Background: an optimization exercise with open tools, aiming at small area, a short achievable clock period and few clock cycles. Do not read the settings as production practice. No run shown here included a check of the RTL's function; only the layout flow was run. Power figures rest on the tool's default switching activity, not on a simulated workload.

==> design/flow/config.mk <==
export PLATFORM = sky130hd
export DESIGN_NAME = LMFE
export DESIGN_NICKNAME = LMFE
export VERILOG_FILES = /design/flow/design.v
export SDC_FILE = /design/flow/constraint.sdc
export NUM_CORES = 4
export LEC_CHECK = 0
export CAP_MARGIN = 20
export CORE_MARGIN = 2
export CORE_UTILIZATION = 40
export SETUP_SLACK_MARGIN = 3.0
export SLEW_MARGIN = 20
==> design/flow/constraint.sdc <==
create_clock -name core_clock -period 6.0 [get_ports {clk}]
set_input_delay 1.2000 -clock core_clock [delete_from_list [all_inputs] [get_ports {clk}]]
set_output_delay 1.2000 -clock core_clock [all_outputs]
set_load 0.01 [all_outputs]
==> design/flow/design.v <==
module LMFE ( clk, reset, Din, in_en, busy, out_valid, Dout, mem_cen, mem_wen, mem_addr, mem_d, mem_q);
input   clk;
input   reset;
input   in_en;
output  busy;
output  out_valid;
input   [7:0]  Din;
output  [7:0]  Dout;
output  mem_cen;
output  mem_wen;
output  [9:0]  mem_addr;
output  [7:0]  mem_d;
input   [7:0]  mem_q;
localparam S_PRE = 2'd0, S_RUN = 2'd1, S_FIN = 2'd2;
reg  [1:0]  state;
reg  [14:0] ldpos;       
reg  [2:0]  k;           
reg         busy_r, outv_r, cen_r, wen_r, seldin_r, accf;
reg  [9:0]  addr_r;
reg  [7:0]  din_r, dout_r;
assign busy      = busy_r;
assign out_valid = outv_r;
assign Dout      = dout_r;
assign mem_cen   = cen_r;
assign mem_wen   = wen_r;
assign mem_addr  = addr_r;
assign mem_d     = din_r;
wire [7:0] row6  = ldpos[14:7];
wire [6:0] ldcol = ldpos[6:0];
wire run = (state == S_RUN);
wire pre = (state == S_PRE);
wire [8:0] rr = {1'b0, row6} + {6'b0, k} - 9'd6;
wire rr_ok = ~rr[8] & ~rr[7];
  reg [7:0] P0;
  reg [7:0] P1;
  reg [7:0] P2;
  reg [7:0] P3;
  reg [7:0] P4;
  reg [7:0] P5;
  reg [7:0] P6;
  reg [7:0] P7;
  reg [7:0] P8;
  reg [7:0] P9;
  reg [7:0] P10;
  reg [7:0] P11;
  reg [7:0] P12;
  reg [7:0] P13;
  reg [7:0] P14;
  reg [7:0] P15;
  reg [7:0] P16;
  reg [7:0] P17;
  reg [7:0] P18;
  reg [7:0] P19;
  reg [7:0] P20;
  reg [7:0] P21;
  reg [7:0] P22;
  reg [7:0] P23;
  reg [7:0] P24;
  reg [7:0] P25;
  reg [7:0] P26;
  reg [7:0] P27;
  reg [7:0] P28;
  reg [7:0] P29;
  reg [7:0] P30;
  reg [7:0] P31;
  reg [7:0] P32;
  reg [7:0] P33;
  reg [7:0] P34;
  reg [7:0] P35;
  reg [7:0] P36;
  reg [7:0] P37;
  reg [7:0] P38;
  reg [7:0] P39;
  reg [7:0] P40;
  reg [7:0] P41;
  reg [7:0] P42;
  reg [7:0] P43;
  reg [7:0] P44;
  reg [7:0] P45;
  reg [7:0] P46;
  reg [7:0] P47;
  reg [7:0] P48;
  reg [7:0] P49;
  reg [7:0] P50;
  reg [7:0] P51;
  reg [7:0] P52;
  reg [7:0] P53;
  reg [7:0] P54;
  reg [7:0] P55;
  reg [7:0] P56;
  reg [7:0] P57;
  reg [7:0] P58;
  reg [7:0] P59;
  reg [7:0] P60;
  reg [7:0] P61;
  reg [7:0] P62;
wire [7:0] bus = seldin_r ? (in_en ? Din : 8'd0) : (cen_r ? 8'd0 : mem_q);
reg  [7:0] bus_rot;
always @(*) begin
  case (k)
      3'd0: bus_rot = {bus[7], bus[5], bus[4], bus[3], bus[2], bus[1], bus[0], bus[6]};
      3'd1: bus_rot = {bus[7], bus[1], bus[0], bus[6], bus[5], bus[4], bus[3], bus[2]};
      3'd2: bus_rot = {bus[7], bus[4], bus[3], bus[2], bus[1], bus[0], bus[6], bus[5]};
      3'd3: bus_rot = {bus[7], bus[0], bus[6], bus[5], bus[4], bus[3], bus[2], bus[1]};
      3'd4: bus_rot = {bus[7], bus[3], bus[2], bus[1], bus[0], bus[6], bus[5], bus[4]};
      3'd5: bus_rot = {bus[7], bus[6], bus[5], bus[4], bus[3], bus[2], bus[1], bus[0]};
      3'd6: bus_rot = {bus[7], bus[2], bus[1], bus[0], bus[6], bus[5], bus[4], bus[3]};
    default: bus_rot = bus;
  endcase
end
always @(posedge clk) begin
    P0 <= bus_rot;
    P1 <= P0;
    P2 <= P1;
    P3 <= P2;
    P4 <= P3;
    P5 <= P4;
    P6 <= P5;
    P7 <= P6;
    P8 <= P7;
    P9 <= P8;
    P10 <= P9;
    P11 <= P10;
    P12 <= P11;
    P13 <= P12;
    P14 <= P13;
    P15 <= P14;
    P16 <= P15;
    P17 <= P16;
    P18 <= P17;
    P19 <= P18;
    P20 <= P19;
    P21 <= P20;
    P22 <= P21;
    P23 <= P22;
    P24 <= P23;
    P25 <= P24;
    P26 <= P25;
    P27 <= P26;
    P28 <= P27;
    P29 <= P28;
    P30 <= P29;
    P31 <= P30;
    P32 <= P31;
    P33 <= P32;
    P34 <= P33;
    P35 <= P34;
    P36 <= P35;
    P37 <= P36;
    P38 <= P37;
    P39 <= P38;
    P40 <= P39;
    P41 <= P40;
    P42 <= P41;
    P43 <= P42;
    P44 <= P43;
    P45 <= P44;
    P46 <= P45;
    P47 <= P46;
    P48 <= P47;
    P49 <= P48;
    P50 <= P49;
    P51 <= P50;
    P52 <= P51;
    P53 <= P52;
    P54 <= P53;
    P55 <= P54;
    P56 <= P55;
    P57 <= P56;
    P58 <= P57;
    P59 <= P58;
    P60 <= P59;
    P61 <= P60;
    P62 <= P61;
end
wire [6:0] fcn = ldcol - 7'd3;      
reg  [6:0] colact;                  
reg  [4:0] k0;                      
always @(*) begin
  case (fcn)
    7'd0:   begin colact = 7'b0001111; k0 = 5'd4;  end
    7'd1:   begin colact = 7'b0011111; k0 = 5'd11; end
    7'd2:   begin colact = 7'b0111111; k0 = 5'd18; end
    7'd125: begin colact = 7'b1111110; k0 = 5'd18; end
    7'd126: begin colact = 7'b1111100; k0 = 5'd11; end
    7'd127: begin colact = 7'b1111000; k0 = 5'd4;  end
    default: begin colact = 7'b1111111; k0 = 5'd25; end
  endcase
end
wire [48:0] msb;
  assign msb[0] = P0[7];
  assign msb[1] = P1[7];
  assign msb[2] = P2[7];
  assign msb[3] = P3[7];
  assign msb[4] = P4[7];
  assign msb[5] = P5[7];
  assign msb[6] = P6[7];
  assign msb[7] = P7[7];
  assign msb[8] = P8[7];
  assign msb[9] = P9[7];
  assign msb[10] = P10[7];
  assign msb[11] = P11[7];
  assign msb[12] = P12[7];
  assign msb[13] = P13[7];
  assign msb[14] = P14[7];
  assign msb[15] = P15[7];
  assign msb[16] = P16[7];
  assign msb[17] = P17[7];
  assign msb[18] = P18[7];
  assign msb[19] = P19[7];
  assign msb[20] = P20[7];
  assign msb[21] = P21[7];
  assign msb[22] = P22[7];
  assign msb[23] = P23[7];
  assign msb[24] = P24[7];
  assign msb[25] = P25[7];
  assign msb[26] = P26[7];
  assign msb[27] = P27[7];
  assign msb[28] = P28[7];
  assign msb[29] = P29[7];
  assign msb[30] = P30[7];
  assign msb[31] = P31[7];
  assign msb[32] = P32[7];
  assign msb[33] = P33[7];
  assign msb[34] = P34[7];
  assign msb[35] = P35[7];
  assign msb[36] = P36[7];
  assign msb[37] = P37[7];
  assign msb[38] = P38[7];
  assign msb[39] = P39[7];
  assign msb[40] = P40[7];
  assign msb[41] = P41[7];
  assign msb[42] = P42[7];
  assign msb[43] = P43[7];
  assign msb[44] = P44[7];
  assign msb[45] = P45[7];
  assign msb[46] = P46[7];
  assign msb[47] = P47[7];
  assign msb[48] = P48[7];
wire [2:0] cnt6 = {2'b0, ~msb[0]} + {2'b0, ~msb[1]} + {2'b0, ~msb[2]} +
                  {2'b0, ~msb[3]} + {2'b0, ~msb[4]} + {2'b0, ~msb[5]};
wire [2:0] cnt7 = cnt6 + {2'b0, ~msb[6]};
reg  [2:0] CC0, CC1, CC2, CC3, CC4, CC5;    
reg  [5:0] sreg;
reg  [6:0] colact_r;
reg  [4:0] k0_r;
wire [5:0] sa = (colact[1] ? {3'b0, CC0} : 6'd0) + (colact[2] ? {3'b0, CC1} : 6'd0) +
                (colact[3] ? {3'b0, CC2} : 6'd0) + (colact[4] ? {3'b0, CC3} : 6'd0) +
                (colact[5] ? {3'b0, CC4} : 6'd0) + (colact[6] ? {3'b0, CC5} : 6'd0) +
                (colact[0] ? {3'b0, cnt6} : 6'd0);
always @(posedge clk) begin
  if (k == 3'd0) begin
    CC0 <= cnt7; CC1 <= CC0; CC2 <= CC1; CC3 <= CC2; CC4 <= CC3; CC5 <= CC4;
  end
  if (k == 3'd6) begin
    sreg     <= sa;
    colact_r <= colact;
    k0_r     <= k0;
  end
end
wire [5:0] z7 = sreg + {5'b0, colact_r[0] & ~msb[0]};
wire d7 = (z7 < {1'b0, k0_r});
wire [5:0] minit = d7 ? (z7 - {1'b0, k0_r}) : (6'd0 - {1'b0, k0_r});
wire [48:0] act;
  assign act[0] = colact_r[0];
  assign act[1] = colact_r[0];
  assign act[2] = colact_r[0];
  assign act[3] = colact_r[0];
  assign act[4] = colact_r[0];
  assign act[5] = colact_r[0];
  assign act[6] = colact_r[0];
  assign act[7] = colact_r[1];
  assign act[8] = colact_r[1];
  assign act[9] = colact_r[1];
  assign act[10] = colact_r[1];
  assign act[11] = colact_r[1];
  assign act[12] = colact_r[1];
  assign act[13] = colact_r[1];
  assign act[14] = colact_r[2];
  assign act[15] = colact_r[2];
  assign act[16] = colact_r[2];
  assign act[17] = colact_r[2];
  assign act[18] = colact_r[2];
  assign act[19] = colact_r[2];
  assign act[20] = colact_r[2];
  assign act[21] = colact_r[3];
  assign act[22] = colact_r[3];
  assign act[23] = colact_r[3];
  assign act[24] = colact_r[3];
  assign act[25] = colact_r[3];
  assign act[26] = colact_r[3];
  assign act[27] = colact_r[3];
  assign act[28] = colact_r[4];
  assign act[29] = colact_r[4];
  assign act[30] = colact_r[4];
  assign act[31] = colact_r[4];
  assign act[32] = colact_r[4];
  assign act[33] = colact_r[4];
  assign act[34] = colact_r[4];
  assign act[35] = colact_r[5];
  assign act[36] = colact_r[5];
  assign act[37] = colact_r[5];
  assign act[38] = colact_r[5];
  assign act[39] = colact_r[5];
  assign act[40] = colact_r[5];
  assign act[41] = colact_r[5];
  assign act[42] = colact_r[6];
  assign act[43] = colact_r[6];
  assign act[44] = colact_r[6];
  assign act[45] = colact_r[6];
  assign act[46] = colact_r[6];
  assign act[47] = colact_r[6];
  assign act[48] = colact_r[6];
wire [48:0] finit = act & ~(msb ^ {49{d7}});
wire init = run & (k == 3'd0);
wire [61:0] tap;
  assign tap[0] = P0[0];
  assign tap[1] = P1[3];
  assign tap[2] = P2[6];
  assign tap[3] = P3[2];
  assign tap[4] = P4[5];
  assign tap[5] = P5[1];
  assign tap[6] = P6[4];
  assign tap[7] = P7[0];
  assign tap[8] = P8[3];
  assign tap[9] = P9[6];
  assign tap[10] = P10[2];
  assign tap[11] = P11[5];
  assign tap[12] = P12[1];
  assign tap[13] = P13[4];
  assign tap[14] = P14[0];
  assign tap[15] = P15[3];
  assign tap[16] = P16[6];
  assign tap[17] = P17[2];
  assign tap[18] = P18[5];
  assign tap[19] = P19[1];
  assign tap[20] = P20[4];
  assign tap[21] = P21[0];
  assign tap[22] = P22[3];
  assign tap[23] = P23[6];
  assign tap[24] = P24[2];
  assign tap[25] = P25[5];
  assign tap[26] = P26[1];
  assign tap[27] = P27[4];
  assign tap[28] = P28[0];
  assign tap[29] = P29[3];
  assign tap[30] = P30[6];
  assign tap[31] = P31[2];
  assign tap[32] = P32[5];
  assign tap[33] = P33[1];
  assign tap[34] = P34[4];
  assign tap[35] = P35[0];
  assign tap[36] = P36[3];
  assign tap[37] = P37[6];
  assign tap[38] = P38[2];
  assign tap[39] = P39[5];
  assign tap[40] = P40[1];
  assign tap[41] = P41[4];
  assign tap[42] = P42[0];
  assign tap[43] = P43[3];
  assign tap[44] = P44[6];
  assign tap[45] = P45[2];
  assign tap[46] = P46[5];
  assign tap[47] = P47[1];
  assign tap[48] = P48[4];
  assign tap[49] = P49[0];
  assign tap[50] = P50[3];
  assign tap[51] = P51[6];
  assign tap[52] = P52[2];
  assign tap[53] = P53[5];
  assign tap[54] = P54[1];
  assign tap[55] = P55[4];
  assign tap[56] = P56[0];
  assign tap[57] = P57[3];
  assign tap[58] = P58[6];
  assign tap[59] = P59[2];
  assign tap[60] = P60[5];
  assign tap[61] = P61[1];
wire [62:0] tapl;
  assign tapl[0] = 1'b0;
  assign tapl[1] = P1[0];
  assign tapl[2] = P2[3];
  assign tapl[3] = P3[6];
  assign tapl[4] = P4[2];
  assign tapl[5] = P5[5];
  assign tapl[6] = P6[1];
  assign tapl[7] = P7[4];
  assign tapl[8] = P8[0];
  assign tapl[9] = P9[3];
  assign tapl[10] = P10[6];
  assign tapl[11] = P11[2];
  assign tapl[12] = P12[5];
  assign tapl[13] = P13[1];
  assign tapl[14] = P14[4];
  assign tapl[15] = P15[0];
  assign tapl[16] = P16[3];
  assign tapl[17] = P17[6];
  assign tapl[18] = P18[2];
  assign tapl[19] = P19[5];
  assign tapl[20] = P20[1];
  assign tapl[21] = P21[4];
  assign tapl[22] = P22[0];
  assign tapl[23] = P23[3];
  assign tapl[24] = P24[6];
  assign tapl[25] = P25[2];
  assign tapl[26] = P26[5];
  assign tapl[27] = P27[1];
  assign tapl[28] = P28[4];
  assign tapl[29] = P29[0];
  assign tapl[30] = P30[3];
  assign tapl[31] = P31[6];
  assign tapl[32] = P32[2];
  assign tapl[33] = P33[5];
  assign tapl[34] = P34[1];
  assign tapl[35] = P35[4];
  assign tapl[36] = P36[0];
  assign tapl[37] = P37[3];
  assign tapl[38] = P38[6];
  assign tapl[39] = P39[2];
  assign tapl[40] = P40[5];
  assign tapl[41] = P41[1];
  assign tapl[42] = P42[4];
  assign tapl[43] = P43[0];
  assign tapl[44] = P44[3];
  assign tapl[45] = P45[6];
  assign tapl[46] = P46[2];
  assign tapl[47] = P47[5];
  assign tapl[48] = P48[1];
  assign tapl[49] = P49[4];
  assign tapl[50] = P50[0];
  assign tapl[51] = P51[3];
  assign tapl[52] = P52[6];
  assign tapl[53] = P53[2];
  assign tapl[54] = P54[5];
  assign tapl[55] = P55[1];
  assign tapl[56] = P56[4];
  assign tapl[57] = P57[0];
  assign tapl[58] = P58[3];
  assign tapl[59] = P59[6];
  assign tapl[60] = P60[2];
  assign tapl[61] = P61[5];
  assign tapl[62] = P62[1];
reg  [62:0] F0;
reg  [5:0] M0;
reg  [6:0] R0;
reg  [62:0] F1;
reg  [5:0] M1;
reg  [6:0] R1;
wire [62:0] Flast = F1;
wire [5:0] mlast = M1;
wire [6:0] Rlast = R1;
wire [61:0] xc = F0[61:0] & ~tap;
wire [6:0] y;
  wire c0_1;
  wire c0_2;
  assign c0_1 = xc[0] ^ xc[1] ^ xc[2];
  assign c0_2 = (xc[0] & xc[1]) | (xc[0] & xc[2]) | (xc[1] & xc[2]);
  wire c0_3;
  wire c0_4;
  assign c0_3 = xc[3] ^ xc[4] ^ xc[5];
  assign c0_4 = (xc[3] & xc[4]) | (xc[3] & xc[5]) | (xc[4] & xc[5]);
  wire c0_5;
  wire c0_6;
  assign c0_5 = xc[6] ^ xc[7] ^ xc[8];
  assign c0_6 = (xc[6] & xc[7]) | (xc[6] & xc[8]) | (xc[7] & xc[8]);
  wire c0_7;
  wire c0_8;
  assign c0_7 = xc[9] ^ xc[10] ^ xc[11];
  assign c0_8 = (xc[9] & xc[10]) | (xc[9] & xc[11]) | (xc[10] & xc[11]);
  wire c0_9;
  wire c0_10;
  assign c0_9 = xc[12] ^ xc[13] ^ xc[14];
  assign c0_10 = (xc[12] & xc[13]) | (xc[12] & xc[14]) | (xc[13] & xc[14]);
  wire c0_11;
  wire c0_12;
  assign c0_11 = xc[15] ^ xc[16] ^ xc[17];
  assign c0_12 = (xc[15] & xc[16]) | (xc[15] & xc[17]) | (xc[16] & xc[17]);
  wire c0_13;
  wire c0_14;
  assign c0_13 = xc[18] ^ xc[19] ^ xc[20];
  assign c0_14 = (xc[18] & xc[19]) | (xc[18] & xc[20]) | (xc[19] & xc[20]);
  wire c0_15;
  wire c0_16;
  assign c0_15 = xc[21] ^ xc[22] ^ xc[23];
  assign c0_16 = (xc[21] & xc[22]) | (xc[21] & xc[23]) | (xc[22] & xc[23]);
  wire c0_17;
  wire c0_18;
  assign c0_17 = xc[24] ^ xc[25] ^ xc[26];
  assign c0_18 = (xc[24] & xc[25]) | (xc[24] & xc[26]) | (xc[25] & xc[26]);
  wire c0_19;
  wire c0_20;
  assign c0_19 = xc[27] ^ xc[28] ^ xc[29];
  assign c0_20 = (xc[27] & xc[28]) | (xc[27] & xc[29]) | (xc[28] & xc[29]);
  wire c0_21;
  wire c0_22;
  assign c0_21 = xc[30] ^ xc[31] ^ xc[32];
  assign c0_22 = (xc[30] & xc[31]) | (xc[30] & xc[32]) | (xc[31] & xc[32]);
  wire c0_23;
  wire c0_24;
  assign c0_23 = xc[33] ^ xc[34] ^ xc[35];
  assign c0_24 = (xc[33] & xc[34]) | (xc[33] & xc[35]) | (xc[34] & xc[35]);
  wire c0_25;
  wire c0_26;
  assign c0_25 = xc[36] ^ xc[37] ^ xc[38];
  assign c0_26 = (xc[36] & xc[37]) | (xc[36] & xc[38]) | (xc[37] & xc[38]);
  wire c0_27;
  wire c0_28;
  assign c0_27 = xc[39] ^ xc[40] ^ xc[41];
  assign c0_28 = (xc[39] & xc[40]) | (xc[39] & xc[41]) | (xc[40] & xc[41]);
  wire c0_29;
  wire c0_30;
  assign c0_29 = xc[42] ^ xc[43] ^ xc[44];
  assign c0_30 = (xc[42] & xc[43]) | (xc[42] & xc[44]) | (xc[43] & xc[44]);
  wire c0_31;
  wire c0_32;
  assign c0_31 = xc[45] ^ xc[46] ^ xc[47];
  assign c0_32 = (xc[45] & xc[46]) | (xc[45] & xc[47]) | (xc[46] & xc[47]);
  wire c0_33;
  wire c0_34;
  assign c0_33 = xc[48] ^ xc[49] ^ xc[50];
  assign c0_34 = (xc[48] & xc[49]) | (xc[48] & xc[50]) | (xc[49] & xc[50]);
  wire c0_35;
  wire c0_36;
  assign c0_35 = xc[51] ^ xc[52] ^ xc[53];
  assign c0_36 = (xc[51] & xc[52]) | (xc[51] & xc[53]) | (xc[52] & xc[53]);
  wire c0_37;
  wire c0_38;
  assign c0_37 = xc[54] ^ xc[55] ^ xc[56];
  assign c0_38 = (xc[54] & xc[55]) | (xc[54] & xc[56]) | (xc[55] & xc[56]);
  wire c0_39;
  wire c0_40;
  assign c0_39 = xc[57] ^ xc[58] ^ xc[59];
  assign c0_40 = (xc[57] & xc[58]) | (xc[57] & xc[59]) | (xc[58] & xc[59]);
  wire c0_41;
  wire c0_42;
  assign c0_41 = xc[60] ^ xc[61];
  assign c0_42 = xc[60] & xc[61];
  wire c0_43;
  wire c0_44;
  assign c0_43 = c0_1 ^ c0_3 ^ c0_5;
  assign c0_44 = (c0_1 & c0_3) | (c0_1 & c0_5) | (c0_3 & c0_5);
  wire c0_45;
  wire c0_46;
  assign c0_45 = c0_7 ^ c0_9 ^ c0_11;
  assign c0_46 = (c0_7 & c0_9) | (c0_7 & c0_11) | (c0_9 & c0_11);
  wire c0_47;
  wire c0_48;
  assign c0_47 = c0_13 ^ c0_15 ^ c0_17;
  assign c0_48 = (c0_13 & c0_15) | (c0_13 & c0_17) | (c0_15 & c0_17);
  wire c0_49;
  wire c0_50;
  assign c0_49 = c0_19 ^ c0_21 ^ c0_23;
  assign c0_50 = (c0_19 & c0_21) | (c0_19 & c0_23) | (c0_21 & c0_23);
  wire c0_51;
  wire c0_52;
  assign c0_51 = c0_25 ^ c0_27 ^ c0_29;
  assign c0_52 = (c0_25 & c0_27) | (c0_25 & c0_29) | (c0_27 & c0_29);
  wire c0_53;
  wire c0_54;
  assign c0_53 = c0_31 ^ c0_33 ^ c0_35;
  assign c0_54 = (c0_31 & c0_33) | (c0_31 & c0_35) | (c0_33 & c0_35);
  wire c0_55;
  wire c0_56;
  assign c0_55 = c0_37 ^ c0_39 ^ c0_41;
  assign c0_56 = (c0_37 & c0_39) | (c0_37 & c0_41) | (c0_39 & c0_41);
  wire c0_57;
  wire c0_58;
  assign c0_57 = c0_2 ^ c0_4 ^ c0_6;
  assign c0_58 = (c0_2 & c0_4) | (c0_2 & c0_6) | (c0_4 & c0_6);
  wire c0_59;
  wire c0_60;
  assign c0_59 = c0_8 ^ c0_10 ^ c0_12;
  assign c0_60 = (c0_8 & c0_10) | (c0_8 & c0_12) | (c0_10 & c0_12);
  wire c0_61;
  wire c0_62;
  assign c0_61 = c0_14 ^ c0_16 ^ c0_18;
  assign c0_62 = (c0_14 & c0_16) | (c0_14 & c0_18) | (c0_16 & c0_18);
  wire c0_63;
  wire c0_64;
  assign c0_63 = c0_20 ^ c0_22 ^ c0_24;
  assign c0_64 = (c0_20 & c0_22) | (c0_20 & c0_24) | (c0_22 & c0_24);
  wire c0_65;
  wire c0_66;
  assign c0_65 = c0_26 ^ c0_28 ^ c0_30;
  assign c0_66 = (c0_26 & c0_28) | (c0_26 & c0_30) | (c0_28 & c0_30);
  wire c0_67;
  wire c0_68;
  assign c0_67 = c0_32 ^ c0_34 ^ c0_36;
  assign c0_68 = (c0_32 & c0_34) | (c0_32 & c0_36) | (c0_34 & c0_36);
  wire c0_69;
  wire c0_70;
  assign c0_69 = c0_38 ^ c0_40 ^ c0_42;
  assign c0_70 = (c0_38 & c0_40) | (c0_38 & c0_42) | (c0_40 & c0_42);
  wire c0_71;
  wire c0_72;
  assign c0_71 = c0_43 ^ c0_45 ^ c0_47;
  assign c0_72 = (c0_43 & c0_45) | (c0_43 & c0_47) | (c0_45 & c0_47);
  wire c0_73;
  wire c0_74;
  assign c0_73 = c0_49 ^ c0_51 ^ c0_53;
  assign c0_74 = (c0_49 & c0_51) | (c0_49 & c0_53) | (c0_51 & c0_53);
  wire c0_75;
  wire c0_76;
  assign c0_75 = c0_44 ^ c0_46 ^ c0_48;
  assign c0_76 = (c0_44 & c0_46) | (c0_44 & c0_48) | (c0_46 & c0_48);
  wire c0_77;
  wire c0_78;
  assign c0_77 = c0_50 ^ c0_52 ^ c0_54;
  assign c0_78 = (c0_50 & c0_52) | (c0_50 & c0_54) | (c0_52 & c0_54);
  wire c0_79;
  wire c0_80;
  assign c0_79 = c0_56 ^ c0_57 ^ c0_59;
  assign c0_80 = (c0_56 & c0_57) | (c0_56 & c0_59) | (c0_57 & c0_59);
  wire c0_81;
  wire c0_82;
  assign c0_81 = c0_61 ^ c0_63 ^ c0_65;
  assign c0_82 = (c0_61 & c0_63) | (c0_61 & c0_65) | (c0_63 & c0_65);
  wire c0_83;
  wire c0_84;
  assign c0_83 = c0_67 ^ c0_69;
  assign c0_84 = c0_67 & c0_69;
  wire c0_85;
  wire c0_86;
  assign c0_85 = c0_58 ^ c0_60 ^ c0_62;
  assign c0_86 = (c0_58 & c0_60) | (c0_58 & c0_62) | (c0_60 & c0_62);
  wire c0_87;
  wire c0_88;
  assign c0_87 = c0_64 ^ c0_66 ^ c0_68;
  assign c0_88 = (c0_64 & c0_66) | (c0_64 & c0_68) | (c0_66 & c0_68);
  wire c0_89;
  wire c0_90;
  assign c0_89 = c0_71 ^ c0_73 ^ c0_55;
  assign c0_90 = (c0_71 & c0_73) | (c0_71 & c0_55) | (c0_73 & c0_55);
  wire c0_91;
  wire c0_92;
  assign c0_91 = c0_72 ^ c0_74 ^ c0_75;
  assign c0_92 = (c0_72 & c0_74) | (c0_72 & c0_75) | (c0_74 & c0_75);
  wire c0_93;
  wire c0_94;
  assign c0_93 = c0_77 ^ c0_79 ^ c0_81;
  assign c0_94 = (c0_77 & c0_79) | (c0_77 & c0_81) | (c0_79 & c0_81);
  wire c0_95;
  wire c0_96;
  assign c0_95 = c0_76 ^ c0_78 ^ c0_80;
  assign c0_96 = (c0_76 & c0_78) | (c0_76 & c0_80) | (c0_78 & c0_80);
  wire c0_97;
  wire c0_98;
  assign c0_97 = c0_82 ^ c0_84 ^ c0_85;
  assign c0_98 = (c0_82 & c0_84) | (c0_82 & c0_85) | (c0_84 & c0_85);
  wire c0_99;
  wire c0_100;
  assign c0_99 = c0_87 ^ c0_70;
  assign c0_100 = c0_87 & c0_70;
  reg [14:0] pr0;
  always @(posedge clk) pr0 <= {c0_88, c0_86, c0_100, c0_98, c0_96, c0_99, c0_97, c0_95, c0_94, c0_92, c0_83, c0_93, c0_91, c0_90, c0_89};
  wire cz_1;
  wire cz_2;
  assign cz_1 = pr0[1] ^ pr0[2] ^ pr0[3];
  assign cz_2 = (pr0[1] & pr0[2]) | (pr0[1] & pr0[3]) | (pr0[2] & pr0[3]);
  wire cz_3;
  wire cz_4;
  assign cz_3 = pr0[4] ^ mlast[1];
  assign cz_4 = pr0[4] & mlast[1];
  wire cz_5;
  wire cz_6;
  assign cz_5 = pr0[5] ^ pr0[6] ^ pr0[7];
  assign cz_6 = (pr0[5] & pr0[6]) | (pr0[5] & pr0[7]) | (pr0[6] & pr0[7]);
  wire cz_7;
  wire cz_8;
  assign cz_7 = pr0[8] ^ pr0[9] ^ mlast[2];
  assign cz_8 = (pr0[8] & pr0[9]) | (pr0[8] & mlast[2]) | (pr0[9] & mlast[2]);
  wire cz_9;
  wire cz_10;
  assign cz_9 = pr0[10] ^ pr0[11] ^ pr0[12];
  assign cz_10 = (pr0[10] & pr0[11]) | (pr0[10] & pr0[12]) | (pr0[11] & pr0[12]);
  wire cz_11;
  wire cz_12;
  assign cz_11 = pr0[13] ^ pr0[14] ^ mlast[3];
  assign cz_12 = (pr0[13] & pr0[14]) | (pr0[13] & mlast[3]) | (pr0[14] & mlast[3]);
  wire cz_13;
  wire cz_14;
  assign cz_13 = cz_2 ^ cz_4 ^ cz_5;
  assign cz_14 = (cz_2 & cz_4) | (cz_2 & cz_5) | (cz_4 & cz_5);
  wire cz_15;
  wire cz_16;
  assign cz_15 = cz_6 ^ cz_8 ^ cz_9;
  assign cz_16 = (cz_6 & cz_8) | (cz_6 & cz_9) | (cz_8 & cz_9);
  wire cz_17;
  wire cz_18;
  assign cz_17 = cz_10 ^ cz_12 ^ mlast[4];
  assign cz_18 = (cz_10 & cz_12) | (cz_10 & mlast[4]) | (cz_12 & mlast[4]);
  wire cz_19;
  wire cz_20;
  assign cz_19 = cz_14 ^ cz_15 ^ cz_11;
  assign cz_20 = (cz_14 & cz_15) | (cz_14 & cz_11) | (cz_15 & cz_11);
  wire cz_21;
  wire cz_22;
  assign cz_21 = cz_20 ^ cz_16 ^ cz_17;
  assign cz_22 = (cz_20 & cz_16) | (cz_20 & cz_17) | (cz_16 & cz_17);
  wire cz_23;
  wire cz_24;
  assign cz_23 = cz_22 ^ cz_18 ^ mlast[5];
  assign cz_24 = (cz_22 & cz_18) | (cz_22 & mlast[5]) | (cz_18 & mlast[5]);
  wire [6:0] ya = {cz_24, cz_23, cz_21, cz_19, cz_13, cz_1, pr0[0]};
  wire [6:0] yb = {1'b0, 1'b0, 1'b0, 1'b0, cz_7, cz_3, mlast[0]};
  assign y = ya + yb;
wire d = ~y[6];
wire [62:0] Fu = Flast & ~(tapl ^ {63{d}});
always @(posedge clk) begin
  F1 <= {F0[61:0], 1'b0};
  M1 <= M0;
  R1 <= R0;
  if (init) begin
    F0 <= {{(63-50){1'b0}}, finit, 1'b0};
    M0 <= minit;
    R0 <= {6'b0, d7};
    dout_r <= {Rlast, d};
  end else begin
    F0 <= {Fu[61:0], 1'b0};
    M0 <= d ? y[5:0] : mlast;
    R0 <= {Rlast[5:0], d};
  end
end
always @(posedge clk or posedge reset) begin
  if (reset) begin
    state    <= S_PRE;
    ldpos    <= 15'd0;
    k        <= 3'd0;
    busy_r   <= 1'b0;
    outv_r   <= 1'b0;
    cen_r    <= 1'b1;
    wen_r    <= 1'b1;
    seldin_r <= 1'b0;
  end else begin
    outv_r   <= 1'b0;
    seldin_r <= 1'b0;
    case (state)
      S_PRE: begin
        busy_r <= 1'b0;
        cen_r  <= ~in_en;
        wen_r  <= 1'b0;
        if (in_en) begin
          ldpos <= ldpos + 15'd1;
          if (ldpos == 15'd383) begin
            state    <= S_RUN;
            k        <= 3'd0;
            seldin_r <= 1'b1;
          end
        end
      end
      S_RUN: begin
        k        <= (k == 3'd6) ? 3'd0 : k + 3'd1;
        busy_r   <= ~((k == 3'd6) && (ldpos < 15'd16383));
        seldin_r <= (k == 3'd6);
        if (k == 3'd6) begin
          cen_r <= ~accf;
          wen_r <= 1'b0;
          ldpos <= ldpos + 15'd1;
        end else begin
          cen_r <= ~rr_ok;
          wen_r <= 1'b1;
        end
        if (k == 3'd0) begin
          outv_r <= (ldpos >= 15'd390);
          if (ldpos == 15'd16773) state <= S_FIN;
        end
      end
      default: begin
        busy_r <= 1'b1;
        cen_r  <= 1'b1;
        wen_r  <= 1'b1;
      end
    endcase
  end
end
always @(posedge clk) begin
  if ((pre || (run && k == 3'd0)) && in_en) din_r <= Din;
  if (run && k == 3'd0) accf <= in_en;
  if (pre || (run && k == 3'd6)) addr_r <= ldpos[9:0];
  else if (run) addr_r <= {rr[2:0], ldcol};
end
endmodule
==> design/flow/run.sh <==
#!/bin/bash
# synth_recipe.tcl (not shown) runs the flow's synth.tcl, then flattens the netlist and writes it again
# the make line also repeats each setting of config.mk as NAME=value (left out here)
make -C /OpenROAD-flow-scripts/flow DESIGN_CONFIG=/design/flow/config.mk WORK_HOME=/design/flow/orfs CLKGATE_MAP_FILE= SYNTH_SCRIPT=/design/flow/synth_recipe.tcl finish
==> results of run 1 <==
-- worst register-to-register path: stages (launching register included) --
cell     delay (ns)
dfxtp_2        0.33
inv_2          0.04
fa_1           0.56
fa_1           0.42
ha_2           0.19
fa_2           0.54
nand2_2        0.06
fa_1           0.51
fa_2           0.45
fa_1           0.38
inv_1          0.08
fa_1           0.45
ha_1           0.29
a21o_1         0.16
a21oi_2        0.13
xnor2_1        0.07
-- area by class of cell --
class,count,share of cell area
multi-input cells,712,0.247
inverters,121,0.0173
clock buffers,100,0.0793
flip-flops and latches,714,0.569
clock inverters,30,0.0145
repair buffers,89,0.0407
well taps,696,0.0329
-- flip-flops by register name (all words and copies together), names as in the netlist, 10 cells and up --
signal / count
pr0: 15
ldpos: 15
addr_r: 10
F1: 59
F0: 61
-- logic make-up (layout without fill, tap and decap cells) --
logic type               after synthesis  count (layout)  synth area share
buffers and inverters                161             340            0.0307
multiplexers                          14              14           0.00939
adder cells (fa/ha/maj)              128             128            0.0994
AO/OA/AOI/OAI                        151             151            0.0482
AND/OR/NAND/NOR                      280             280            0.0690
XOR/XNOR                             139             139            0.0557
flip-flops                           714             714             0.688
-- synth_stat cells, drive strengths merged (25+ instances only) --
cell type	instances
o22ai	44
a21oi	26
dfxtp	628
inv	120
nor2	25
nor2b	59
fa	76
ha	52
edfxtp	61
nand2	71
xnor2	46
xor2	93
-- per-stage QoR --
stage | cell area [um^2] | setup WS [ns] | utilization | hold slack (ns)
after detailed placement | 23100 | 0.952 | 0.429 | 0.312
final | 26500 | 1.09 | 0.491 | 0.310
after floorplan | 22000 | 1.17 | - | 0.310
after global routing | 26500 | 0.965 | 0.491 | 0.315
after CTS | 26100 | 1.06 | 0.484 | 0.308
after global placement | 23100 | 1.05 | 0.429 | 0.310
-- timing repair --
item | in CTS | in global routing
pin swaps | 26 | 20
gates resized for setup | 51 | 40
cloned | 6 | 2
setup buffers | 17 | 10
setup endpoints to repair | 75 | 76
-- power by group through the flow --
stage | clock network, mW | registers [mW] | logic (mW)
global route | 4.90 | 5.26 | 0.941
global placement | 0 | 5.32 | 0.693
floorplan | 0 | 5.26 | 0.565
detailed placement | 0 | 5.33 | 0.725
finish | 4.58 | 5.23 | 0.844
CTS | 4.70 | 5.22 | 0.808
-- per-layer routing --
layer	global-route usage	up-vias	part of all wire
li1	-	5428	-
met2	0.228	188	0.48
met4	0.0494	0	0.025
met1	0.178	5449	0.45
met5	0	-	0
met3	0.0327	76	0.040
-- worst max-delay path by stage --
stage / cells past startpoint / slack (ns) / end / from
global route: 15 / 0.97 / sreg[4]$_DFFE_PP_ / P3[7]$_DFF_P_
global placement: 15 / 1.05 / sreg[4]$_DFFE_PP_ / P1[7]$_DFF_P_
CTS: 14 / 1.06 / sreg[4]$_DFFE_PP_ / P3[7]$_DFF_P_
floorplan: 15 / 1.17 / sreg[4]$_DFFE_PP_ / P3[7]$_DFF_P_
detailed placement: 12 / 0.95 / sreg[2]$_DFFE_PP_ / ldpos[1]$_DFFE_PP0P_
finish: 15 / 1.09 / sreg[4]$_DFFE_PP_ / P3[7]$_DFF_P_
==> impl_metrics.yaml, run 1 <==
routing:
  vias: 11141
  drt_first_pass_iters: 5
  drc: 0
  antenna_left: 0
  routed_via_density: 4.53
  wl_um: 38500
  drt_iter0_drc: 503
  routedWlPerCell_um: 15.6
floorplan:
  die_w_um: 238
  fp.coreArea_um2: 53900
  die_h_um: 238
  rows: 85
  initial_core_util: 0.405
  ios: 49
  die_area_um2: 56500
timing:
  relSlewSlack: 0.384
  fmax_ghz: 0.203
  finalClockSkew_ns: 0.0213
  slew_violations: 0
  setup_viol: 0
  rsz0062_at_grt: "true"
  final.setup.tns_ns: 0
  fin_crit_sh: 0.819
  worst_pin_slew_ns: 0.918
  period_needed_ns: 4.91
  finalHoldViolCount: 0
worst_setup_path:
  crit_family: "adder cells"
  worst_r2r_endpoint: "sreg[4]$_DFFE_PP_"
  r2r_cells: 15
  worstPathRequired_ns: 6.35
  reg2reg_from: "P3[7]$_DFF_P_"
  slowest_delay_ns: 0.56
  r2r_slack_ns: 1.09
  cp_cell_sequence: "inv_2 -> fa_1 -> fa_1 -> ha_2 -> fa_2 -> nand2_2 -> fa_1 -> fa_2 -> fa_1 -> inv_1 -> fa_1 -> ha_1 -> a21o_1 -> a21oi_2 -> xnor2_1"
  startpoint_type: "register"
  cp_num_buf_inv: 2
  crit_path_max_fanout: 2
  crit_path_end_kind: "register"
  slowest_stage: "fa_1"
  cpMostUsedCell: "fa_1"
  worst-setup-path-type: "reg2reg"
  crit_arrival_ns: 5.27
job:
  cap_violations: 0
min_path:
  whs_path_depth: 0
  min_to: "P20[6]$_DFF_P_"
  hold_path.class: "reg2reg"
  hold_path.startpoint: "P19[6]$_DFF_P_"
placement:
  hpwl_um: 23500
  dp.cells: 2297
  gp_congestion: 0.790
  io_buffer_count: 48
clock_network:
  cts_buffer_depth: 3
  cts.sinks: 714
  cts_hold_buffers: 0
  clk_latency_ns: 0.61
  cts_tree: "yes"
  cts_buffers: 71
  htreeDepth: 3
  root_buffer: "clkbuf_16"
  clk_pin_slew_ns: 0.06
layout:
  final.fill_count: 4604
  final_net_count: 1856
  ff_latch_area_um2: 15000
  layout_common_cells: "dfxtp_1 (622), inv_1 (112), xor2_1 (76), clkbuf_16 (76), nand2_1 (70)"
  area_growth_pct: 21.1
  final_cells: 2462
  final_common_cell: "dfxtp_1"
  drive_gt1_frac: 0.148
  n_antenna_cell: 0
  multiInputGateArea_um2: 6530
synthesis:
  synthArstFlopShare: 0.0350
  syn_area_per_cell_um2: 13.8
  synth_top_cell_area_share: 0.575
  synth_edf_count: 61
  syn_area_um2: 21900
  seq_area_frac_synth: 0.688
  yosysTopAreaCell: "dfxtp_1"
  syn_inst: 1587
  syn_nets: 1734
  ys_types: 70
  yosysWarnings: 1
  synth_flop_cell: "dfxtp_1"
  ys_seq_elements: 714
  synthTopCellsByArea: "dfxtp_1 (58%), edfxtp_1 (8.4%), fa_1 (7.0%)"
global_route:
  grt_pass1_vias: 11643
  antenna_found_initial: 0
  grt_pass1_wl_um: 61100
  grt_max_degree: 58
  grtUsageTotal: 0.138
  globalRouteOverflowTotal: 0
pwr:
  power.leakage_nw: 11.0
  total_power_mw: 10.7
  clock_power_share: 0.430
  power.density_nw_per_um2: 402
  seqPwrFrac: 0.491
  p_sw_frac: 0.227
  pwr-share-comb: 0.079
  power.internal_mw: 8.24
  ir_drop_mv: 0.254
  p_switching_mw: 2.42
outcome:
  outcome: "timing/DRC/antenna clean"
==> run 2: changes to the inputs <==
--- a/design/flow/config.mk
+++ b/design/flow/config.mk
@@ -10,3 +10,3 @@
 export CORE_UTILIZATION = 40
-export SETUP_SLACK_MARGIN = 3.0
+export SETUP_SLACK_MARGIN = 2.5
 export SLEW_MARGIN = 20
==> impl_metrics.yaml, run 2 <==
layout:
  layout_common_cells: "dfxtp_1 (624), inv_1 (111), clkbuf_16 (75)"
  top_register: "F0"
  drive_gt1_frac: 0.146
  area_growth_pct: 20.9
  reg_top3: "F0 (61), F1 (59)"
  n_antenna_cell: 0
  final_common_cell: "dfxtp_1"
  final_net_count: 1851
  largest_reg_flops: 61
synthesis:
  yosysWarnings: 1
  ys_types: 70
  ys_seq_elements: 714
  synth_common_cells: "dfxtp_1 (628), inv_1 (120), xor2_1 (93), fa_1 (76), nand2_1 (71)"
  syn_nets: 1734
  yosysTopAreaCell: "dfxtp_1"
  synth_flop_cell: "dfxtp_1"
  seq_area_frac_synth: 0.688
  synth_edf_count: 61
  synthArstFlopShare: 0.0350
  syn_area_per_cell_um2: 13.8
  synth_top_cell_area_share: 0.575
  synth.most_common_cell: "dfxtp_1"
  syn_area_um2: 21900
  synthTopCellsByArea: "dfxtp_1 (58%), edfxtp_1 (8.4%), fa_1 (7.0%)"
  syn_inst: 1587
timing:
  final.setup.tns_ns: 0
  setup_viol: 0
  fmax_ghz: 0.206
  relSlewSlack: 0.298
  finalHoldViolCount: 0
  worst_pin_slew_ns: 1.05
  hold_ws_ns: 0.310
  rsz0062_at_grt: "true"
  fin_crit_sh: 0.810
  slew_violations: 0
  finalClockSkew_ns: 0.0229
  period_needed_ns: 4.86
routing:
  vias: 11042
  routedWlPerCell_um: 15.7
  wl_um: 38500
  antenna_left: 0
  drt_first_pass_iters: 6
  drc: 0
  drt_iter0_drc: 501
  routed_via_density: 4.49
floorplan:
  die_area_um2: 56500
  initial_core_util: 0.405
  ios: 49
  fp.coreArea_um2: 53900
  die_h_um: 238
  rows: 85
  die_w_um: 238
pwr:
  power.density_nw_per_um2: 398
  power.leakage_nw: 11.0
  ir_drop_mv: 0.217
worst_setup_path:
  crit_path_max_fanout: 2
  startpoint_type: "register"
  crit_arrival_ns: 5.23
  crit_path_end_kind: "register"
  r2r_slack_ns: 1.14
  worst-setup-path-type: "reg2reg"
  worstPathRequired_ns: 6.37
global_route:
  grt_pass1_wl_um: 62100
  globalRouteOverflowTotal: 0
  grt_pass1_vias: 11732
  grtUsageTotal: 0.141
  antenna_found_initial: 0
  grt_max_degree: 87
clock_network:
  clk_latency_ns: 0.61
  cts_tree: "yes"
  clk_pin_slew_ns: 0.06
  root_buffer: "clkbuf_16"
  htreeDepth: 3
  cts_buffer_depth: 3
  cts.sinks: 714
  cts_buffers: 71
placement:
  io_buffer_count: 48
  hpwl_um: 23700
  gp_congestion: 0.817
min_path:
  hold_path.class: "reg2reg"
job:
  cap_violations: 0
outcome:
  outcome: "timing/DRC/antenna clean"
[run 2: worst paths after layout]
path	from	endpoint	cells after the start
hold reg to reg	P14[2]$_DFF_P_	P15[2]$_DFF_P_	0
min in group asynchronous	reset	k[0]$_DFFE_PP0P_	2
setup / recovery	P3[7]$_DFF_P_	sreg[2]$_DFFE_PP_	15
max in group asynchronous	reset	ldpos[0]$_DFFE_PP0P_	2
setup reg to reg	P3[7]$_DFF_P_	sreg[2]$_DFFE_PP_	15
hold / removal	P14[2]$_DFF_P_	P15[2]$_DFF_P_	0
[run 2: repair_timing]
| item | 4_1_cts | 5_1_grt |
|---|---|---|
| hold buffers | 0 | 0 |
| setup buffers | 16 | 5 |
| pin swaps | 58 | 33 |
| setup endpoints to repair | 71 | 72 |
| gates resized for setup | 53 | 40 |
| gates cloned | 9 | 1 |
[run 2: report_power, final]
group | leakage [nW] | switching, mW | total (mW) | internal (mW)
clock | 1.19 | 1.85 | 4.48 | 2.63
sequential | 6.12 | 0.151 | 5.23 | 5.08
combinational | 3.70 | 0.417 | 0.822 | 0.405
[run 2: through the flow]
| step | utilization | area (um^2) | std cells | power (mW) | worst slack [ns] |
|---|---|---|---|---|---|
| global placement | 0.428 | 23100 | 2296 | 6.02 | 1.02 |
| detailed placement | 0.428 | 23100 | 2296 | 6.06 | 0.935 |
| CTS | 0.485 | 26100 | 2452 | 10.6 | 1.11 |
| finish | 0.490 | 26400 | 2458 | 10.5 | 1.14 |
| floorplan | - | 21900 | 1587 | 5.83 | 1.17 |
| global route | 0.490 | 26400 | 2458 | 11.0 | 0.945 |
[run 2: kinds of logic (layout without fill, tap and decap cells)]
kind of cell,Yosys count,after routing,synth area share
multiplexers,14,14,0.00939
AO/OA/AOI/OAI,151,151,0.0482
XOR/XNOR,139,139,0.0557
AND/OR/NAND/NOR,280,280,0.0690
adder cells (fa/ha/maj),128,128,0.0994
flip-flops,714,714,0.688
buffers and inverters,161,336,0.0307
[run 2: cell type report]
cell class,instances,area (um^2)
multi-input cells,712,6580
well taps,696,871
fillers,4581,27500
inverters,121,454
flip-flops and latches,714,15000
clock buffers,99,2080
repair buffers,84,1050
clock inverters,32,358
[run 2: worst max-delay path, stage by stage (launching register included)]
cell,delay [ns]
dfxtp_2,0.33
inv_2,0.04
fa_1,0.54
fa_1,0.42
ha_2,0.20
fa_2,0.55
nand2_2,0.06
fa_1,0.52
fa_2,0.45
fa_2,0.54
inv_2,0.05
ha_4,0.26
ha_4,0.12
inv_2,0.03
fa_2,0.50
inv_1,0.03
[run 2: routing by layer]
metal | part of all wire | wire (um) | GRT usage | up-vias
met1 | 0.44 | 17000 | 0.172 | 5386
met3 | 0.040 | 1530 | 0.0367 | 74
met5 | 0 | 0 | 0 | -
met4 | 0.024 | 910 | 0.0473 | 0
li1 | - | - | - | 5413
met2 | 0.50 | 19100 | 0.243 | 169
==> run 3: changes to the inputs <==
--- a/design/flow/design.v
+++ b/design/flow/design.v
@@ -239,21 +239,33 @@
   assign msb[48] = P48[7];
-wire [2:0] cnt6 = {2'b0, ~msb[0]} + {2'b0, ~msb[1]} + {2'b0, ~msb[2]} +
-                  {2'b0, ~msb[3]} + {2'b0, ~msb[4]} + {2'b0, ~msb[5]};
-wire [2:0] cnt7 = cnt6 + {2'b0, ~msb[6]};
+reg  [2:0] ccr;                            
 reg  [2:0] CC0, CC1, CC2, CC3, CC4, CC5;    
-reg  [5:0] sreg;
-reg  [6:0] colact_r;
-reg  [4:0] k0_r;
-wire [5:0] sa = (colact[1] ? {3'b0, CC0} : 6'd0) + (colact[2] ? {3'b0, CC1} : 6'd0) +
-                (colact[3] ? {3'b0, CC2} : 6'd0) + (colact[4] ? {3'b0, CC3} : 6'd0) +
-                (colact[5] ? {3'b0, CC4} : 6'd0) + (colact[6] ? {3'b0, CC5} : 6'd0) +
-                (colact[0] ? {3'b0, cnt6} : 6'd0);
+reg  [5:0] sreg;                           
+reg  [6:0] colact_n, colact_r;            
+reg  [4:0] k0_n, k0_r;
+reg  [2:0] ccsel;
+always @(*) begin
+  case (k)
+    3'd1:    ccsel = colact_n[2] ? CC1 : 3'd0;
+    3'd2:    ccsel = colact_n[3] ? CC2 : 3'd0;
+    3'd3:    ccsel = colact_n[4] ? CC3 : 3'd0;
+    3'd4:    ccsel = colact_n[5] ? CC4 : 3'd0;
+    3'd5:    ccsel = colact_n[6] ? CC5 : 3'd0;
+    3'd6:    ccsel = colact_n[0] ? ccr : 3'd0;
+    default: ccsel = 3'd0;
+  endcase
+end
+wire [5:0] sbase = (k == 3'd1) ? (colact_n[1] ? {3'b0, CC0} : 6'd0) : sreg;
 always @(posedge clk) begin
+  ccr <= ((k == 3'd0) ? 3'd0 : ccr) + {2'b0, ~bus[7]};
+  if (k == 3'd0) begin
+    CC0 <= ccr; CC1 <= CC0; CC2 <= CC1; CC3 <= CC2; CC4 <= CC3; CC5 <= CC4;
+  end
+  sreg <= sbase + {3'b0, ccsel};
   if (k == 3'd0) begin
-    CC0 <= cnt7; CC1 <= CC0; CC2 <= CC1; CC3 <= CC2; CC4 <= CC3; CC5 <= CC4;
+    colact_n <= colact;
+    k0_n     <= k0;
   end
   if (k == 3'd6) begin
-    sreg     <= sa;
-    colact_r <= colact;
-    k0_r     <= k0;
+    colact_r <= colact_n;
+    k0_r     <= k0_n;
   end
@@ -653,32 +665,52 @@
   assign c0_100 = c0_87 & c0_70;
-  reg [14:0] pr0;
-  always @(posedge clk) pr0 <= {c0_88, c0_86, c0_100, c0_98, c0_96, c0_99, c0_97, c0_95, c0_94, c0_92, c0_83, c0_93, c0_91, c0_90, c0_89};
+  wire c0_101;
+  wire c0_102;
+  assign c0_101 = c0_90 ^ c0_91 ^ c0_93;
+  assign c0_102 = (c0_90 & c0_91) | (c0_90 & c0_93) | (c0_91 & c0_93);
+  wire c0_103;
+  wire c0_104;
+  assign c0_103 = c0_92 ^ c0_94 ^ c0_95;
+  assign c0_104 = (c0_92 & c0_94) | (c0_92 & c0_95) | (c0_94 & c0_95);
+  wire c0_105;
+  wire c0_106;
+  assign c0_105 = c0_97 ^ c0_99;
+  assign c0_106 = c0_97 & c0_99;
+  wire c0_107;
+  wire c0_108;
+  assign c0_107 = c0_96 ^ c0_98 ^ c0_100;
+  assign c0_108 = (c0_96 & c0_98) | (c0_96 & c0_100) | (c0_98 & c0_100);
+  wire c0_109;
+  wire c0_110;
+  assign c0_109 = c0_86 ^ c0_88;
+  assign c0_110 = c0_86 & c0_88;
+  reg [11:0] pr0;
+  always @(posedge clk) pr0 <= {c0_110, c0_108, c0_109, c0_107, c0_106, c0_104, c0_105, c0_103, c0_102, c0_83, c0_101, c0_89};
   wire cz_1;
   wire cz_2;
-  assign cz_1 = pr0[1] ^ pr0[2] ^ pr0[3];
-  assign cz_2 = (pr0[1] & pr0[2]) | (pr0[1] & pr0[3]) | (pr0[2] & pr0[3]);
+  assign cz_1 = pr0[1] ^ pr0[2] ^ mlast[1];
+  assign cz_2 = (pr0[1] & pr0[2]) | (pr0[1] & mlast[1]) | (pr0[2] & mlast[1]);
   wire cz_3;
   wire cz_4;
-  assign cz_3 = pr0[4] ^ mlast[1];
-  assign cz_4 = pr0[4] & mlast[1];
+  assign cz_3 = pr0[3] ^ pr0[4] ^ pr0[5];
+  assign cz_4 = (pr0[3] & pr0[4]) | (pr0[3] & pr0[5]) | (pr0[4] & pr0[5]);
   wire cz_5;
   wire cz_6;
-  assign cz_5 = pr0[5] ^ pr0[6] ^ pr0[7];
-  assign cz_6 = (pr0[5] & pr0[6]) | (pr0[5] & pr0[7]) | (pr0[6] & pr0[7]);
+  assign cz_5 = pr0[6] ^ pr0[7] ^ pr0[8];
+  assign cz_6 = (pr0[6] & pr0[7]) | (pr0[6] & pr0[8]) | (pr0[7] & pr0[8]);
   wire cz_7;
   wire cz_8;
-  assign cz_7 = pr0[8] ^ pr0[9] ^ mlast[2];
-  assign cz_8 = (pr0[8] & pr0[9]) | (pr0[8] & mlast[2]) | (pr0[9] & mlast[2]);
+  assign cz_7 = pr0[9] ^ mlast[3];
+  assign cz_8 = pr0[9] & mlast[3];
   wire cz_9;
   wire cz_10;
-  assign cz_9 = pr0[10] ^ pr0[11] ^ pr0[12];
-  assign cz_10 = (pr0[10] & pr0[11]) | (pr0[10] & pr0[12]) | (pr0[11] & pr0[12]);
+  assign cz_9 = pr0[10] ^ pr0[11] ^ mlast[4];
+  assign cz_10 = (pr0[10] & pr0[11]) | (pr0[10] & mlast[4]) | (pr0[11] & mlast[4]);
   wire cz_11;
   wire cz_12;
-  assign cz_11 = pr0[13] ^ pr0[14] ^ mlast[3];
-  assign cz_12 = (pr0[13] & pr0[14]) | (pr0[13] & mlast[3]) | (pr0[14] & mlast[3]);
+  assign cz_11 = cz_2 ^ cz_3 ^ mlast[2];
+  assign cz_12 = (cz_2 & cz_3) | (cz_2 & mlast[2]) | (cz_3 & mlast[2]);
   wire cz_13;
   wire cz_14;
-  assign cz_13 = cz_2 ^ cz_4 ^ cz_5;
-  assign cz_14 = (cz_2 & cz_4) | (cz_2 & cz_5) | (cz_4 & cz_5);
+  assign cz_13 = cz_4 ^ cz_5 ^ cz_7;
+  assign cz_14 = (cz_4 & cz_5) | (cz_4 & cz_7) | (cz_5 & cz_7);
   wire cz_15;
@@ -689,18 +721,6 @@
   wire cz_18;
-  assign cz_17 = cz_10 ^ cz_12 ^ mlast[4];
-  assign cz_18 = (cz_10 & cz_12) | (cz_10 & mlast[4]) | (cz_12 & mlast[4]);
-  wire cz_19;
-  wire cz_20;
-  assign cz_19 = cz_14 ^ cz_15 ^ cz_11;
-  assign cz_20 = (cz_14 & cz_15) | (cz_14 & cz_11) | (cz_15 & cz_11);
-  wire cz_21;
-  wire cz_22;
-  assign cz_21 = cz_20 ^ cz_16 ^ cz_17;
-  assign cz_22 = (cz_20 & cz_16) | (cz_20 & cz_17) | (cz_16 & cz_17);
-  wire cz_23;
-  wire cz_24;
-  assign cz_23 = cz_22 ^ cz_18 ^ mlast[5];
-  assign cz_24 = (cz_22 & cz_18) | (cz_22 & mlast[5]) | (cz_18 & mlast[5]);
-  wire [6:0] ya = {cz_24, cz_23, cz_21, cz_19, cz_13, cz_1, pr0[0]};
-  wire [6:0] yb = {1'b0, 1'b0, 1'b0, 1'b0, cz_7, cz_3, mlast[0]};
+  assign cz_17 = cz_16 ^ cz_10 ^ mlast[5];
+  assign cz_18 = (cz_16 & cz_10) | (cz_16 & mlast[5]) | (cz_10 & mlast[5]);
+  wire [6:0] ya = {cz_18, cz_17, cz_14, cz_12, cz_11, cz_1, pr0[0]};
+  wire [6:0] yb = {1'b0, 1'b0, cz_15, cz_13, 1'b0, 1'b0, mlast[0]};
   assign y = ya + yb;
--- a/design/flow/config.mk
+++ b/design/flow/config.mk
@@ -10,3 +10,3 @@
 export CORE_UTILIZATION = 40
-export SETUP_SLACK_MARGIN = 2.5
+export SETUP_SLACK_MARGIN = 3.0
 export SLEW_MARGIN = 20
==> impl_metrics.yaml, run 3 <==
routing:
  routedWlPerCell_um: 16.3
  vias: 11330
  routed_via_density: 4.56
  drc: 0
  drt_first_pass_iters: 5
  drt_iter0_drc: 525
  antenna_left: 0
  wl_um: 40500
worst_setup_path:
  r2r_slack_ns: 2.83
  startpoint_type: "register"
  reg2reg_from: "P27[4]$_DFF_P_"
  crit_path_max_fanout: 2
  worstPathRequired_ns: 6.47
  worst_r2r_endpoint: "pr0[1]$_DFF_P_"
  crit_family: "adder cells"
  crit_path_end_kind: "register"
  cp_num_buf_inv: 3
  cp_cell_sequence: "nand2b_4 -> fa_1 -> inv_2 -> fa_2 -> inv_2 -> fa_2 -> inv_2 -> fa_2 -> fa_1"
  slowest_stage: "fa_2"
  r2r_cells: 9
  slowest_delay_ns: 0.59
  crit_end: "pr0[1]$_DFF_P_"
  path_depth: 9
  cp-startpoint: "P27[4]$_DFF_P_"
  worst-setup-path-type: "reg2reg"
  crit_arrival_ns: 3.65
clock_network:
  htreeDepth: 3
  cts_tree: "yes"
  clk_pin_slew_ns: 0.06
  cts_buffer_depth: 3
  cts_buffers: 70
  root_buffer: "clkbuf_16"
  cts.sinks: 724
  clk_latency_ns: 0.61
timing:
  setup_viol: 0
  rsz0062_at_grt: "true"
  finalClockSkew_ns: 0.0246
  hold_ws_ns: 0.318
  fin_ws_ns: 2.83
  fmax_ghz: 0.315
  relSlewSlack: 0.362
  worst_pin_slew_ns: 0.951
  finalHoldViolCount: 0
  fin_crit_sh: 0.529
  final.setup.tns_ns: 0
  slew_violations: 0
  period_needed_ns: 3.17
floorplan:
  ios: 49
  die_h_um: 236
  die_area_um2: 55900
  fp.coreArea_um2: 53600
  rows: 85
  die_w_um: 236
  initial_core_util: 0.403
global_route:
  grt_pass1_wl_um: 63200
  grtUsageTotal: 0.145
  antenna_found_initial: 0
  grt_pass1_vias: 11745
  globalRouteOverflowTotal: 0
  grt_max_degree: 42
layout:
  n_antenna_cell: 0
  final_common_cell: "dfxtp_1"
  reg_top3: "F0 (61), F1 (59), ldpos (15)"
  largest_reg_flops: 61
  drive_gt1_frac: 0.182
  fin_area_um2: 26700
  final_net_count: 1865
  postLayoutCoreUtil: 0.499
  layout_common_cells: "dfxtp_1 (614), xor2_1 (97), clkbuf_16 (78)"
  top_register: "F0"
  area_growth_pct: 23.7
job:
  cap_violations: 0
placement:
  dp_slack_ns: 2.42
  io_buffer_count: 48
  placed_area_um2: 22900
  hpwl_um: 23200
  gp_congestion: 0.829
synthesis:
  yosysWarnings: 1
  yosysTopAreaCell: "dfxtp_1"
  syn_inst: 1595
  synthArstFlopShare: 0.0345
  ys_seq_elements: 724
  syn_area_um2: 21600
  ys_types: 57
  synth_flop_cell: "dfxtp_1"
  synth_top_cell_area_share: 0.588
  syn_nets: 1724
  synthTopCellsByArea: "dfxtp_1 (59%), edfxtp_1 (9.0%), fa_1 (5.6%)"
  synth_edf_count: 65
  syn_area_per_cell_um2: 13.5
  synth.most_common_cell: "dfxtp_1"
  seq_area_frac_synth: 0.707
  synth_common_cells: "dfxtp_1 (634), xor2_1 (119), inv_1 (104), nand3_1 (76), edfxtp_1 (65)"
pwr:
  power.density_nw_per_um2: 376
  ir_drop_mv: 0.192
  power.leakage_nw: 11.0
min_path:
  hold_path.class: "reg2reg"
outcome:
  outcome: "timing/DRC/antenna clean"
[run 3: changes by cell type in the layout (fill, tap and decap cells not counted), moves of 14 or more]
cell	previous run	this run
inv_1	111	77
nand3_1	20	75
fa_2	9	26
xnor2_2	15	1
dfxtp_2	4	19
fa_1	67	34
nor2b_1	58	28
xor2_1	73	97
o22ai_1	42	3
nand2_1	70	52
o21ai_1	4	51
[run 3: where the power goes]
group          switching, mW  internal [mW]
combinational          0.164          0.160
sequential             0.145           5.09
clock                   1.81           2.67
[run 3: cell families (layout without fill, tap and decap cells)]
kind of cell               Yosys count  count (layout)  share of synthesized area
xor gates and xnor gates           141             141                     0.0572
AOI/OAI and AO/OA                  169             169                     0.0487
and+or+nand+nor                    294             296                     0.0706
buffers and inverters              146             340                     0.0266
adders and majority gates          110             110                     0.0846
muxes                               11              11                    0.00533
DFF                                724             724                      0.707
[run 3: worst min-delay path by stage]
stage | startpoint | endpoint | slack, ns | depth (start not counted)
floorplan | M0[0]$_DFF_P_ | M1[0]$_DFF_P_ | 0.31 | 0
global placement | P8[2]$_DFF_P_ | P9[2]$_DFF_P_ | 0.31 | 0
detailed placement | P15[6]$_DFF_P_ | P16[6]$_DFF_P_ | 0.31 | 0
CTS | P46[3]$_DFF_P_ | P47[3]$_DFF_P_ | 0.32 | 0
global route | P49[5]$_DFF_P_ | P50[5]$_DFF_P_ | 0.32 | 0
finish | P46[3]$_DFF_P_ | P47[3]$_DFF_P_ | 0.32 | 0
[run 3: worst register-to-register path, stage by stage, from the launching register on]
cell,delay (ns)
dfxtp_1,0.31
nand2b_4,0.14
fa_1,0.56
inv_2,0.05
fa_2,0.59
inv_2,0.05
fa_2,0.53
inv_2,0.04
fa_2,0.34
fa_1,0.46
[run 3: layout make-up]
type / instances / area, um^2
clock buffers: 106 / 2140
clock inverters: 21 / 285
fillers: 4536 / 26900
inverters: 106 / 422
multi-input cells: 727 / 6290
flip-flops and latches: 724 / 15300
well taps: 696 / 871
repair buffers: 107 / 1410
[run 3: routing by layer]
metal / global-route usage / wire [um] / up-vias
met2: 0.238 / 19300 / 251
met4: 0.0541 / 1120 / 0
li1: - / - / 5499
met3: 0.0318 / 1690 / 88
met1: 0.187 / 18400 / 5492
met5: 0 / 0 / -
[run 3: through the flow]
stage | power, mW | cells
6_report | 10.0 | 2487
5_1_grt | 10.4 | 2487
4_1_cts | 10.2 | 2467
3_5_place_dp | 5.66 | 2305
3_3_place_gp | 5.64 | 2305
2_1_floorplan | 5.50 | 1595
[run 3: repair_timing]
action	4_1_cts	5_1_grt
buffers inserted	20	16
cloned	15	4
pin swaps	85	76
hold buffers	0	0
endpoints found under the setup margin	80	77
resized for setup	116	86
==> run 4: changes to the inputs <==
--- a/design/flow/config.mk
+++ b/design/flow/config.mk
@@ -10,3 +10,3 @@
 export CORE_UTILIZATION = 40
-export SETUP_SLACK_MARGIN = 3.0
+export SETUP_SLACK_MARGIN = 3.5
 export SLEW_MARGIN = 20
==> impl_metrics.yaml, run 4 <==
synthesis:
  seq_area_frac_synth: 0.707
  synthTopCellsByArea: "dfxtp_1 (59%), edfxtp_1 (9.0%), fa_1 (5.6%)"
  syn_nets: 1724
  syn_inst: 1595
  syn_area_per_cell_um2: 13.5
  synth_common_cells: "dfxtp_1 (634), xor2_1 (119), inv_1 (104), nand3_1 (76), edfxtp_1 (65)"
  ys_seq_elements: 724
  synthArstFlopShare: 0.0345
  yosysWarnings: 1
  ys_types: 57
  synth_edf_count: 65
  synth_top_cell_area_share: 0.588
  synth.most_common_cell: "dfxtp_1"
  synth_flop_cell: "dfxtp_1"
  yosysTopAreaCell: "dfxtp_1"
  syn_area_um2: 21600
routing:
  antenna_left: 0
  vias: 11324
  drc: 0
  routedWlPerCell_um: 15.4
  drt_first_pass_iters: 5
  routed_via_density: 4.52
  drt_iter0_drc: 698
  wl_um: 38700
pwr:
  power.leakage_nw: 11.2
  power.density_nw_per_um2: 382
  ir_drop_mv: 0.203
global_route:
  grtUsageTotal: 0.141
  antenna_found_initial: 0
  globalRouteOverflowTotal: 0
  grt_pass1_vias: 11703
  grt_max_degree: 48
  grt_pass1_wl_um: 61800
layout:
  multiInputGateArea_um2: 6350
  reg_top3: "F0 (61), F1 (59), ldpos (15)"
  final_cells: 2504
  final.fill_count: 4589
  final_common_cell: "dfxtp_1"
  ff_latch_area_um2: 15300
  area_growth_pct: 24.8
  drive_gt1_frac: 0.199
  layout_common_cells: "dfxtp_1 (616), xor2_1 (111), nand3_1 (75)"
  n_antenna_cell: 0
  fin_area_um2: 27000
  final_net_count: 1879
  top_register: "F0"
  largest_reg_flops: 61
floorplan:
  initial_core_util: 0.403
  die_area_um2: 55900
  die_w_um: 236
  die_h_um: 236
  ios: 49
  fp.coreArea_um2: 53600
  rows: 85
timing:
  fmax_ghz: 0.312
  worst_pin_slew_ns: 0.569
  period_needed_ns: 3.20
  final.setup.tns_ns: 0
  setup_viol: 0
  finalHoldViolCount: 0
  relSlewSlack: 0.621
  finalClockSkew_ns: 0.0225
  hold_ws_ns: 0.307
  fin_crit_sh: 0.533
  rsz0062_at_grt: "true"
  fin_ws_ns: 2.80
  slew_violations: 0
clock_network:
  cts_tree: "yes"
  cts_buffer_depth: 3
  root_buffer: "clkbuf_16"
  cts_buffers: 71
  clk_latency_ns: 0.60
  htreeDepth: 3
  clk_pin_slew_ns: 0.06
  cts.sinks: 724
placement:
  hpwl_um: 23500
  gp_congestion: 0.770
  dp.cells: 2304
  io_buffer_count: 48
  dp_slack_ns: 2.35
  placed_area_um2: 23100
job:
  cap_violations: 0
min_path:
  hold_path.class: "reg2reg"
  hold_path.startpoint: "P44[0]$_DFF_P_"
worst_setup_path:
  crit_arrival_ns: 3.74
  worstPathRequired_ns: 6.54
  reg2reg_from: "P30[6]$_DFF_P_"
  crit_path_end_kind: "register"
  startpoint_type: "register"
  cp-startpoint: "P30[6]$_DFF_P_"
  worst-setup-path-type: "reg2reg"
  crit_path_max_fanout: 2
outcome:
  outcome: "timing/DRC/antenna clean"
run 4: critical path: stages (launching register included):
cell and delay (ns):
dfxtp_2 0.33, nand2b_4 0.14, fa_1 0.57, inv_2 0.05, fa_2 0.58, inv_2 0.04
fa_2 0.52, inv_2 0.04, fa_2 0.34, fa_2 0.56
run 4: stage by stage:
| stage | utilization | power [mW] |
|---|---|---|
| 2_1_floorplan | - | 5.50 |
| 3_3_place_gp | 0.430 | 5.65 |
| 3_5_place_dp | 0.430 | 5.66 |
| 4_1_cts | 0.498 | 10.4 |
| 5_1_grt | 0.503 | 10.7 |
| 6_report | 0.503 | 10.3 |
run 4: cells by family (layout without fill, tap and decap cells):
logic type               Yosys count  after routing  synth area share
adder cells (fa/ha/maj)          110            110            0.0846
buffers and inverters            146            358            0.0266
AO/OA/AOI/OAI                    169            169            0.0487
multiplexers                      11             11           0.00533
XOR/XNOR                         141            142            0.0572
flip-flops                       724            724             0.707
AND/OR/NAND/NOR                  294            294            0.0706
run 4: worst paths after layout:
check / end / slack, ns / cells after the start
worst max-delay path: pr0[1]$_DFF_P_ / 2.80 / 9
worst min-delay path: P45[0]$_DFF_P_ / 0.31 / 0
worst max register to register: pr0[1]$_DFF_P_ / 2.80 / 9
worst min register to register: P45[0]$_DFF_P_ / 0.31 / 0
max in group asynchronous: cen_r$_DFF_PP1_ / 4.67 / 3
min in group asynchronous: outv_r$_DFF_PP0_ / 0.87 / 2
run 4: where the power goes:
group | leakage, nW | switching [mW] | internal, mW | total (mW)
clock network | 1.27 | 1.85 | 2.90 | 4.75
logic | 3.71 | 0.161 | 0.146 | 0.307
registers | 6.17 | 0.143 | 5.09 | 5.24
total | 11.2 | 2.15 | 8.14 | 10.3
run 4: metal layers:
layer	global-route usage	routed length [um]	share of wire	vias up
met2	0.231	18500	0.48	226
li1	-	-	-	5556
met5	0	0	0	-
met1	0.182	17300	0.45	5457
met3	0.0330	1740	0.045	85
met4	0.0526	1060	0.027	0
run 4: repair_timing:
| action | CTS | global route |
|---|---|---|
| gates cloned | 12 | 0 |
| pin swaps | 49 | 34 |
| buffers inserted | 48 | 8 |
| hold buffers | 0 | 0 |
| gates resized for setup | 172 | 44 |
| setup endpoints to repair | 150 | 101 |
| hold endpoints to repair | 0 | 0 |
run 4: final cells by class:
| type | count | area share |
|---|---|---|
| inverter | 106 | 0.0159 |
| tap | 696 | 0.0323 |
| clock inverter | 42 | 0.0219 |
| sequential | 724 | 0.568 |
| timing repair buffer | 121 | 0.0530 |
| multi-input combinational | 726 | 0.235 |
| clock buffer | 89 | 0.0738 |

==> separate check: timing with driven ports <==
In the flow no input, the clock included, has a driving cell. The finished layouts below were timed again as built, in two steps. Step 1 assumes that a clkbuf_16 drives the clock port and a buf_2 every other input. Step 2 times the ports against the registers' clock, not the clock port: input delays grow and output delays shrink by t, the midpoint of the rising clock arrivals with the driver on. Slacks: ideal ports / drivers / drivers and shift; pairs: ideal ports / drivers.
run | t (ns) | slack for setup (ns) | worst hold slack (ns)
run 1 | 0.656 | 1.086 / 1.086 / 1.086 | 0.310 / 0.310 / 0.310
run 2 | 0.649 | 1.138 / 1.138 / 1.138 | 0.310 / 0.310 / 0.310
run 3 | 0.649 | 2.826 / 2.826 / 2.555 | 0.318 / 0.318 / 0.318
run 4 | 0.647 | 2.799 / 2.799 / 2.799 | 0.307 / 0.307 / 0.307
After both steps every run listed still meets setup and hold. For run 3, which loses most, drivers alone change the setup slack by 0.000 ns; drivers and shift together by -0.271 ns.
